Background: an optimization exercise with open tools, aiming at small area. Do not read the settings as production practice. The RTL was checked by simulation tests, not by an equivalence proof against the original design. No driver is modelled on the clock port, so clock power and skew are understated where the tree is cut down; a real chip needs a root buffer or a tree. Power and IR drop assume default switching activity.

==> flow/design.v (excerpt) <==
module VGA(clock,sys_rst,switch,disp_RGB,hsync,vsync,up,down,left,right,middle,rst ,QC_OUT,QA_OUT);
input clock;     
input sys_rst;   
input[1:0]switch;
input rst;
output [7:0] QC_OUT;
output [3:0] QA_OUT;
input up,down,left,right,middle;
output[11:0]disp_RGB; 
output hsync; 
output vsync; 
reg [8:0] hbp;
reg [2:0] ha;
reg [6:0] vd;
reg [2:0] vc;
wire [6:0] hb = hbp[8:2];
wire vga_en = hbp[1] & hbp[0];
wire hb_end   = hbp[8] & hbp[7] & hbp[6] & (&hbp[4:0]);     
wire line_end = ha[2] & ha[1] & hbp[8] & (&hbp[5:0]);       
wire vd_end   = vd[6] & vd[5] & vd[4] & vd[2] & vd[1] & vd[0];  
wire frame_end = vc[2] & vd[5] & vd[3] & vd[2];               
always @(posedge clock)
    if (sys_rst) begin
        hbp <= 9'd2; ha <= 3'd0;
    end
    else if (line_end) begin
        hbp <= 9'd0; ha <= 3'd0;
    end
    else if (hb_end) begin
        hbp <= 9'd0; ha <= ha + 3'd1;
    end
    else hbp <= hbp + 9'd1;
always @(posedge clock)
    if (sys_rst) begin
        vd <= 7'd0; vc <= 3'd0;
    end
    else if (line_end) begin
        if (frame_end) begin
  ...
Size in the first run: roughly 460 cells after synthesis, roughly 36 I/O pins, ~4000 um2 of cells after synthesis.
export LEC_CHECK = 0
export CAP_MARGIN = 20
export CORE_MARGIN = 2
export CORE_UTILIZATION = 40
export SLEW_MARGIN = 20
create_clock -name core_clock -period 10.0 [get_ports {clock}]
standard.sh (not shown) runs the stock make flow with config.mk's settings and CLKGATE_MAP_FILE= SYNTH_SCRIPT=/design/flow/synth_recipe.tcl, a recipe that flattens the netlist after the stock synthesis.
==> flow/flow/run.sh <==
#!/bin/bash
# 1. standard synthesis (the standard flow's own, unchanged);
# 2. its combinational logic re-mapped by ABC for area: several scripts
#    (deepsyn, then area-oriented mapping) run in parallel and the smallest
#    netlist is kept; flip-flops are untouched (same cells, names, nets);
# 3. the standard layout from that netlist, with buf_1 port buffers and a
#    small two-level clock tree built by pre_cts.tcl in place of TritonCTS
#    (one clkbuf_2 root, four buf_12 leaves of a quarter of the
#    flip-flops each).
# Every tool writes its full output to a log file here.
set -euo pipefail
F=$(cd "$(dirname "$0")" && pwd)
W=$(pwd)
R=$W/orfs/results/$FLOW_PLATFORM/VGA/base
LIB=$FLOW_HOME/platforms/$FLOW_PLATFORM/lib/sky130_fd_sc_hd__tt_025C_1v80.lib

bash standard.sh synth > synth.log 2>&1
cp $R/1_2_yosys.v $W/std_1_2_yosys.v

python3 $F/mkmodels.py $LIB $W/std_1_2_yosys.v $W/models.v > models.log 2>&1
DU=""
for c in $(sed -n '/DONT_USE_CELLS/,/^$/p' $FLOW_HOME/platforms/$FLOW_PLATFORM/config.mk | grep -o "sky130_fd_sc_hd__[a-z0-9_]*"); do
  DU="$DU -dont_use $c"
done
python3 $F/remap.py $W $LIB "$DU" ${NUM_CORES:-4} > remap.log 2>&1
cp $W/remap_1_2_yosys.v $R/1_2_yosys.v

bash standard.sh \
  "BUFFER_PORTS_ARGS=-buffer_cell sky130_fd_sc_hd__buf_1" \
  "PRE_CTS_TCL=$F/pre_cts.tcl" \
  finish > standard.log 2>&1
Other scripts of this flow, unchanged in this note and not shown: flow/flow/mkmodels.py, flow/flow/pre_cts.tcl, flow/flow/remap.py, flow/flow/remap.ys.in
Next try:
--- a/flow/design.v
+++ b/flow/design.v
@@ -71,57 +71,39 @@
 wire en_50ms = l50_end & t6_2;
 reg [6:0] l96;                
 wire l96_end = ((l96 ^ 7'b1000010) & 7'b1111010) == 7'd0;    
 wire l96_65  = ((l96 ^ 7'b0011100) & 7'b0111101) == 7'd0;    
 always @(posedge clock)
     l96 <= (sys_rst | l96_end) ? 7'd0 : {~l96[5:0], ~(l96[6] ^ l96[5])};
 wire en_96hz = l96_end & t6_2;    
 wire pre_96  = l96_65 & t6_1;     
 reg [4:0] idx;
-wire [2:0] weizhi =
-    (idx == 5'd0) ? 3'd4 :
-    (idx == 5'd1) ? 3'd2 :
-    (idx == 5'd2) ? 3'd0 :
-    (idx == 5'd3) ? 3'd1 :
-    (idx == 5'd4) ? 3'd3 :
-    (idx == 5'd5) ? 3'd4 :
-    (idx == 5'd6) ? 3'd2 :
-    (idx == 5'd7) ? 3'd1 :
-    (idx == 5'd8) ? 3'd0 :
-    (idx == 5'd9) ? 3'd2 :
-    (idx == 5'd10) ? 3'd4 :
-    (idx == 5'd11) ? 3'd0 :
-    (idx == 5'd12) ? 3'd1 :
-    (idx == 5'd13) ? 3'd3 :
-    (idx == 5'd14) ? 3'd1 :
-    (idx == 5'd15) ? 3'd4 :
-    (idx == 5'd16) ? 3'd3 :
-    (idx == 5'd17) ? 3'd0 :
-    (idx == 5'd18) ? 3'd1 :
-    (idx == 5'd19) ? 3'd2 :
-    3'd4;
+wire [2:0] weizhi;
+assign weizhi[0] = (idx[3] & idx[2] & ~idx[1]) | (~idx[4] & ~idx[3] & idx[1] & idx[0]) | (idx[2] & ~idx[1] & ~idx[0]) | (idx[4] & ~idx[0]) | (idx[3] & idx[2] & ~idx[0]);
+assign weizhi[1] = (idx[4] & ~idx[2] & idx[1] & idx[0]) | (~idx[4] & ~idx[2] & ~idx[1] & idx[0]) | (idx[4] & ~idx[1] & ~idx[0]) | (~idx[3] & idx[2] & ~idx[0]) | (idx[3] & ~idx[1] & idx[0]);
+assign weizhi[2] = (idx[3] & idx[2] & idx[1] & idx[0]) | (idx[3] & ~idx[2] & idx[1] & ~idx[0]) | (~idx[3] & idx[2] & ~idx[1] & idx[0]) | (~idx[4] & ~idx[3] & ~idx[2] & ~idx[1] & ~idx[0]);
 reg [1:0] s_t;  reg [3:0] s_u;
 reg [1:0] c_t;  reg [3:0] c_u;
 reg flag, flag_kaishi, flag_jieshu;
 wire s_is30 = s_t[1] & s_t[0] & (s_u == 4'd0);
 wire c_is0  = (c_t == 2'd0) & (c_u == 4'd0);
 always @(posedge clock)
     if (sys_rst) begin
         idx <= 5'd31;
         s_t <= 2'd0; s_u <= 4'd0;
     end
     else if (en_1s) begin
-        idx <= (idx == 5'd19) ? 5'd0 : idx + 5'd1;
+        idx <= (idx[4] & idx[1] & idx[0]) ? 5'd0 : idx + 5'd1;
         if (rst || s_is30) begin
             s_t <= 2'd0; s_u <= 4'd0;
         end
         else if (flag) begin
-            if (s_u == 4'd9) begin
+            if (s_u[3] & s_u[0]) begin       
                 s_u <= 4'd0; s_t <= s_t + 2'd1;
             end
             else s_u <= s_u + 4'd1;
         end
     end
 always @(posedge clock)
     if (sys_rst || rst) begin
         c_t <= 2'd3; c_u <= 4'd0;
     end
@@ -201,34 +183,24 @@
 reg [3:0] qa;
 assign QA_OUT = qa;
 always @(posedge clock)
     if (sys_rst) qa <= 4'b0000;
     else if (en_96hz) qa <= {qa[2:0], qa[3] | (qa == 4'b0000)};
 reg [3:0] q;
 always @(posedge clock)
     if (sys_rst) q <= 4'd0;
     else if (pre_96)
-        case (1'b1)
-        qa[0]: q <= {2'b00, s_t};
-        qa[1]: q <= c_u;
-        qa[2]: q <= {2'b00, c_t};
-        qa[3]: q <= s_u;
-        default: ;
-        endcase
+        q <= ({4{qa[0]}} & {2'b00, s_t}) | ({4{qa[1]}} & c_u) |
+             ({4{qa[2]}} & {2'b00, c_t}) | ({4{qa[3]}} & s_u);
 reg [3:0] qd;
 always @(posedge clock)
     if (sys_rst) qd <= 4'd15;
     else if (vga_en) qd <= q;
-wire [6:0] seg =
-    (qd == 4'd0) ? 7'b1111110 :
-    (qd == 4'd1) ? 7'b0110000 :
-    (qd == 4'd2) ? 7'b1101101 :
-    (qd == 4'd3) ? 7'b1111001 :
-    (qd == 4'd4) ? 7'b0110011 :
-    (qd == 4'd5) ? 7'b1011011 :
-    (qd == 4'd6) ? 7'b1011111 :
-    (qd == 4'd7) ? 7'b1110000 :
-    (qd == 4'd8) ? 7'b1111111 :
-    (qd == 4'd9) ? 7'b1111011 :
-    7'b0000000;
-assign QC_OUT = {seg, 1'b0};
+assign QC_OUT[7] = (~qd[2] & ~qd[0]) | (qd[2] & ~qd[1] & qd[0]) | (qd[3] & ~qd[2]) | (~qd[3] & qd[1]);
+assign QC_OUT[6] = (~qd[1] & ~qd[0]) | (~qd[3] & qd[1] & qd[0]) | (~qd[2]);
+assign QC_OUT[5] = (qd[2] & ~qd[0]) | (~qd[3] & qd[0]) | (~qd[1]);
+assign QC_OUT[4] = (~qd[2] & qd[1]) | (qd[3] & ~qd[2]) | (~qd[2] & ~qd[0]) | (qd[1] & ~qd[0]) | (qd[2] & ~qd[1] & qd[0]);
+assign QC_OUT[3] = (~qd[2] & ~qd[0]) | (qd[1] & ~qd[0]);
+assign QC_OUT[2] = (~qd[1] & ~qd[0]) | (qd[2] & ~qd[0]) | (qd[3] & ~qd[2]) | (qd[2] & ~qd[1]);
+assign QC_OUT[1] = (qd[2] & ~qd[0]) | (~qd[2] & qd[1]) | (qd[3] & ~qd[2]) | (qd[2] & ~qd[1]);
+assign QC_OUT[0] = 1'b0;
 endmodule
After rerunning: The new run completed with no timing, DRC or antenna violations; maximum frequency shrinks by 7.6%; synthesized cell count grows by 0.43%; final area shrinks by 0.41%; global-route usage barely changes; routed wire length shrinks by 2.1%; worst setup slack degrades by 0.35 ns; worst hold slack improves by 0.0034 ns; power grows by 3.9%; final cell count grows by 0.33%; die area shrinks by 0.42%.
In every run of this note, the design's own scripts or RTL, not TritonCTS, make the clock network.

-- static timing again, ports no longer ideal --
How much do the figures lean on ideal ports? The routed layouts below were timed once more, with nothing changed but the port constraints. Step 1 (the two cells are an assumption about what drives the block):
set clk [get_ports {clock}]
set_driving_cell -lib_cell sky130_fd_sc_hd__clkbuf_16 $clk
set_driving_cell -lib_cell sky130_fd_sc_hd__buf_2 [delete_from_list [all_inputs] $clk]
Step 2 moves the port delays by t, midway between the first and last clock arrival at a register: inputs arrive t later, outputs are due t later. That takes back most of the time a late clock gives input paths. a / b / c = ideal ports / drivers / drivers and shift; a / b = the first two.
run	shift t [ns]	slack for setup (ns)	worst setup path at the end	latest minus earliest clock arrival (ns)
the first run	0.522	5.681 / 5.652 / 6.174	register to output	0.010 / 0.011
the second run	0.528	5.327 / 5.300 / 5.628	input to register	0.007 / 0.007
After both steps setup and hold are still met in every run listed.
